From an optimization exercise on the open Yosys and OpenROAD flow, aimed at small area; shortcuts taken in it are not production practice.
In this exercise RTL edits were held to simulation tests only and were not proved equivalent to the original.
The clock port is modelled as an ideal driver; clocking choices that lean on that would not hold on a real chip.

== job 5932 ==
==> module sbox_s, before the edit <==
module sbox_s (x, y);
  input [3:0] x;
  output [3:0] y;
  wire n4, n5, n6, n8, n9, n10, n13, n14, n17, n21, n22, n30;
  c_clkinv g4 (.A(x[3]), .Y(n4));
  c_nand2 g5 (.A(x[0]), .B(x[3]), .Y(n5));
  c_clkinv g6 (.A(x[2]), .Y(n6));
  c_xor2 g8 (.A(n5), .B(x[1]), .X(n8));
  c_o21ai g9 (.A1(x[3]), .A2(x[0]), .B1(n5), .Y(n9));
  c_o22ai g10 (.A1(n9), .A2(n6), .B1(x[2]), .B2(n8), .Y(n10));
  c_o22ai g13 (.A1(n6), .A2(n4), .B1(x[2]), .B2(x[3]), .Y(n13));
  c_nor2 g14 (.A(n8), .B(n6), .Y(n14));
  c_a22oi g17 (.A1(x[0]), .A2(n13), .B1(n9), .B2(x[2]), .Y(n17));
  c_xor2 g21 (.A(n8), .B(n13), .X(n21));
  c_o22ai g22 (.A1(n8), .A2(n4), .B1(n14), .B2(n17), .Y(n22));
  c_o22ai g30 (.A1(n14), .A2(n9), .B1(n8), .B2(n10), .Y(n30));
  assign y[0] = n21;
  assign y[1] = n30;
  assign y[2] = n10;
  assign y[3] = n22;
endmodule
Settings: LEC_CHECK=0, CAP_MARGIN=20, CORE_MARGIN=2, CORE_UTILIZATION=70, SLEW_MARGIN=20, SYNTH_HIERARCHICAL=1; clock period 5.0 ns.
standard.sh (not shown) runs the stock make flow with config.mk's settings and CLKGATE_MAP_FILE= SYNTH_SCRIPT=/design/flow/synth_recipe.tcl, a recipe that flattens the netlist after the stock synthesis.
==> flow/flow/run.sh <==
#!/bin/bash
# Own layout flow: the standard synthesis, then the standard ORFS steps with
# smaller port buffers, synthesis buffers removed, every cell first downsized to
# its smallest drive strength, and a clock tree of small buffers,
# shrunk after CTS while the flip-flop clock slew stays low.
set -euo pipefail
cd "$(dirname "$0")/.."
F=$PWD/flow
bash standard.sh synth > synth.log 2>&1
bash standard.sh \
  REMOVE_ABC_BUFFERS=1 \
  POST_FLOORPLAN_TCL=$F/post_floorplan.tcl \
  POST_CTS_TCL=$F/post_cts.tcl \
  BUFFER_PORTS_ARGS="-buffer_cell sky130_fd_sc_hd__buf_1" \
  CTS_ARGS="-sink_clustering_enable -repair_clock_nets -dont_use_dummy_load -buf_list sky130_fd_sc_hd__clkbuf_8" \
  finish > layout.log 2>&1
Other scripts of this flow, unchanged in this note and not shown: flow/flow/downsize.tcl, flow/flow/post_cts.tcl, flow/flow/post_floorplan.tcl
Here is what was changed in the inputs of job 6025 compared with job 5932.
==> flow/design.v, changed modules only <==
module sbox_s (x, y);
  input [3:0] x;
  output [3:0] y;
  wire n4, n5, n6, n8, n9, n10, n13, n14, n17, n20, n22, n30;
  c_nand2 g4 (.A(x[3]), .B(x[3]), .Y(n4));
  c_nand2 g5 (.A(x[0]), .B(x[3]), .Y(n5));
  c_nor2 g6 (.A(x[2]), .B(x[2]), .Y(n6));
  c_xor2 g8 (.A(x[1]), .B(n5), .X(n8));
  c_o21ai g9 (.A1(x[0]), .A2(x[3]), .B1(n5), .Y(n9));
  c_o22ai g10 (.A1(n6), .A2(n9), .B1(n8), .B2(x[2]), .Y(n10));
  c_a22oi g13 (.A1(x[2]), .A2(n4), .B1(x[3]), .B2(n6), .Y(n13));
  c_nor2 g14 (.A(n8), .B(n6), .Y(n14));
  c_a22oi g17 (.A1(n13), .A2(x[0]), .B1(x[2]), .B2(n9), .Y(n17));
  c_xor2 g20 (.A(n13), .B(n8), .X(n20));
  c_o22ai g22 (.A1(n4), .A2(n8), .B1(n17), .B2(n14), .Y(n22));
  c_o22ai g30 (.A1(n14), .A2(n9), .B1(n17), .B2(n8), .Y(n30));
  assign y[0] = n20;
  assign y[1] = n30;
  assign y[2] = n10;
  assign y[3] = n22;
endmodule
Notes after the runs:
Re multi-input combinational cell count: job 6025 is 6.1% up on job 5932.
Job 6025 has less setup slack than job 5932.
The startpoint of the most critical setup path comes out key[3]$_DFF_P_ in one run and key[59]$_DFF_P_ in the other, namely in job 5932 and job 6025 respectively.
Summary of the comparison: number of standard cells in the final layout excluding fillers is higher in job 6025, relative to job 5932.
The total routed wirelength number comes out higher for job 6025 vs job 5932.
When job 6025 is set beside job 5932, its maximum number of pins on one net before global-route repair turns out to be about 10% larger.
On fraction of area in non-clock buffers, job 5932 and job 6025 are basically level.
Job 6025 has ratio of final minimum period to clock period above what job 5932 had.

---

boron_top, a different RTL version from the one above (not shown whole).
Size in the first run: ~260 I/O pins, about 9200 um^2 of cells after synthesis.
==> module counter, before the edit <==
module counter (clk,reset,count);
  input clk;
  input reset;
  output reg [4:0]count;
  always @(posedge clk)
    begin
      if(reset)
        count<=5'b00000;
      else
        count<=count+5'b00001;
    end
endmodule
Settings: LEC_CHECK=0, CAP_MARGIN=20, CORE_MARGIN=2, CORE_UTILIZATION=70, SLEW_MARGIN=20, SYNTH_HIERARCHICAL=1; clock period 5.0 ns.
Scripts as last shown in full above: flow/flow/run.sh
Other scripts of this flow, unchanged in this note and not shown: flow/flow/downsize.tcl, flow/flow/post_cts.tcl, flow/flow/post_floorplan.tcl
Rerun with:
--- a/flow/design.v
+++ b/flow/design.v
@@ -90,10 +90,25 @@
 input A_N;
 input B;
 output Y;
 assign Y = (A_N) | (~B);
 endmodule
+module c_nand3 (A, B, C, Y);
+input A;
+input B;
+input C;
+output Y;
+assign Y = (~A) | (~B) | (~C);
+endmodule
+module c_nand4 (A, B, C, D, Y);
+input A;
+input B;
+input C;
+input D;
+output Y;
+assign Y = (~A) | (~B) | (~C) | (~D);
+endmodule
 module c_nor2 (A, B, Y);
 input A;
 input B;
 output Y;
 assign Y = (~A&~B);
@@ -144,21 +159,30 @@
 input A;
 input B;
 output X;
 assign X = (A&~B) | (~A&B);
 endmodule
-module counter (clk,reset,count);
+module counter (clk, reset, count);
   input clk;
   input reset;
-  output reg [4:0]count;
+  output reg [4:0] count;
+  wire [4:0] n;
+  wire e1, a2, e2, a3, e3, a4, e4;
+  c_nor2 u_n0 (.A(reset), .B(count[0]), .Y(n[0]));
+  c_xnor2 u_e1 (.A(count[1]), .B(count[0]), .Y(e1));
+  c_nor2 u_n1 (.A(reset), .B(e1), .Y(n[1]));
+  c_nand2 u_a2 (.A(count[1]), .B(count[0]), .Y(a2));
+  c_xor2 u_e2 (.A(count[2]), .B(a2), .X(e2));
+  c_nor2 u_n2 (.A(reset), .B(e2), .Y(n[2]));
+  c_nand3 u_a3 (.A(count[2]), .B(count[1]), .C(count[0]), .Y(a3));
+  c_xor2 u_e3 (.A(count[3]), .B(a3), .X(e3));
+  c_nor2 u_n3 (.A(reset), .B(e3), .Y(n[3]));
+  c_nand4 u_a4 (.A(count[3]), .B(count[2]), .C(count[1]), .D(count[0]), .Y(a4));
+  c_xor2 u_e4 (.A(count[4]), .B(a4), .X(e4));
+  c_nor2 u_n4 (.A(reset), .B(e4), .Y(n[4]));
   always @(posedge clk)
-    begin
-      if(reset)
-        count<=5'b00000;
-      else
-        count<=count+5'b00001;
-    end
+    count <= n;
 endmodule
 module boron_top (clk, plain_txt, key_in, cipher_txt, select, count1, reset);
 input [63:0] plain_txt;
 input [127:0] key_in;
 input clk, select, reset;
Outcome:
- hold slack gets better by 0.016 ns
- setup slack gets better by 0.041 ns
- global-route usage is lower by 0.37 points
- sequential share of layout area hardly moves
- wire length is lower by about 1.2%
- via count barely changes
- register-to-register slack gets better by 0.03 ns
- final area hardly moves

## afterwards: timing with drivers on the ports
In the flow no input, the clock included, has a driving cell. The finished layouts below were timed again as built, in two steps.
Step 1 sets driving cells, clkbuf_16 on the clock port and buf_2 on the other inputs (assumed; they add their load-dependent delay and slew).
Step 2 adds t to the input delays and takes it off the output delays; t is the mean of the earliest and latest rising clock arrival at the registers after step 1. Input paths then give back, and output paths get back, about the clock's delay inside the block.
Three values: no drivers, after step 1, after step 2; two values: the first two.
run | t (ns) | setup slack, ns | clock arrival spread, ns | worst slew at a driven data input, ns | cell pins on the clock port's net
job 5932 | 0.640 | 2.355 / 2.319 / 2.020 | 0.046 / 0.046 | 0.07 | 1
job 6025 | 0.605 | 2.308 / 2.288 / 1.744 | 0.035 / 0.035 | 0.07 | 1
the first run of note 2 | 0.625 | 2.281 / 2.243 / 1.957 | 0.040 / 0.040 | 0.07 | 1
the second run of note 2 | 0.634 | 2.322 / 2.280 / 2.028 | 0.033 / 0.034 | 0.07 | 1
After both steps every run listed still meets setup and hold. The setup slack of job 6025, which loses most, moves by -0.020 ns with the drivers and by -0.564 ns with both steps.
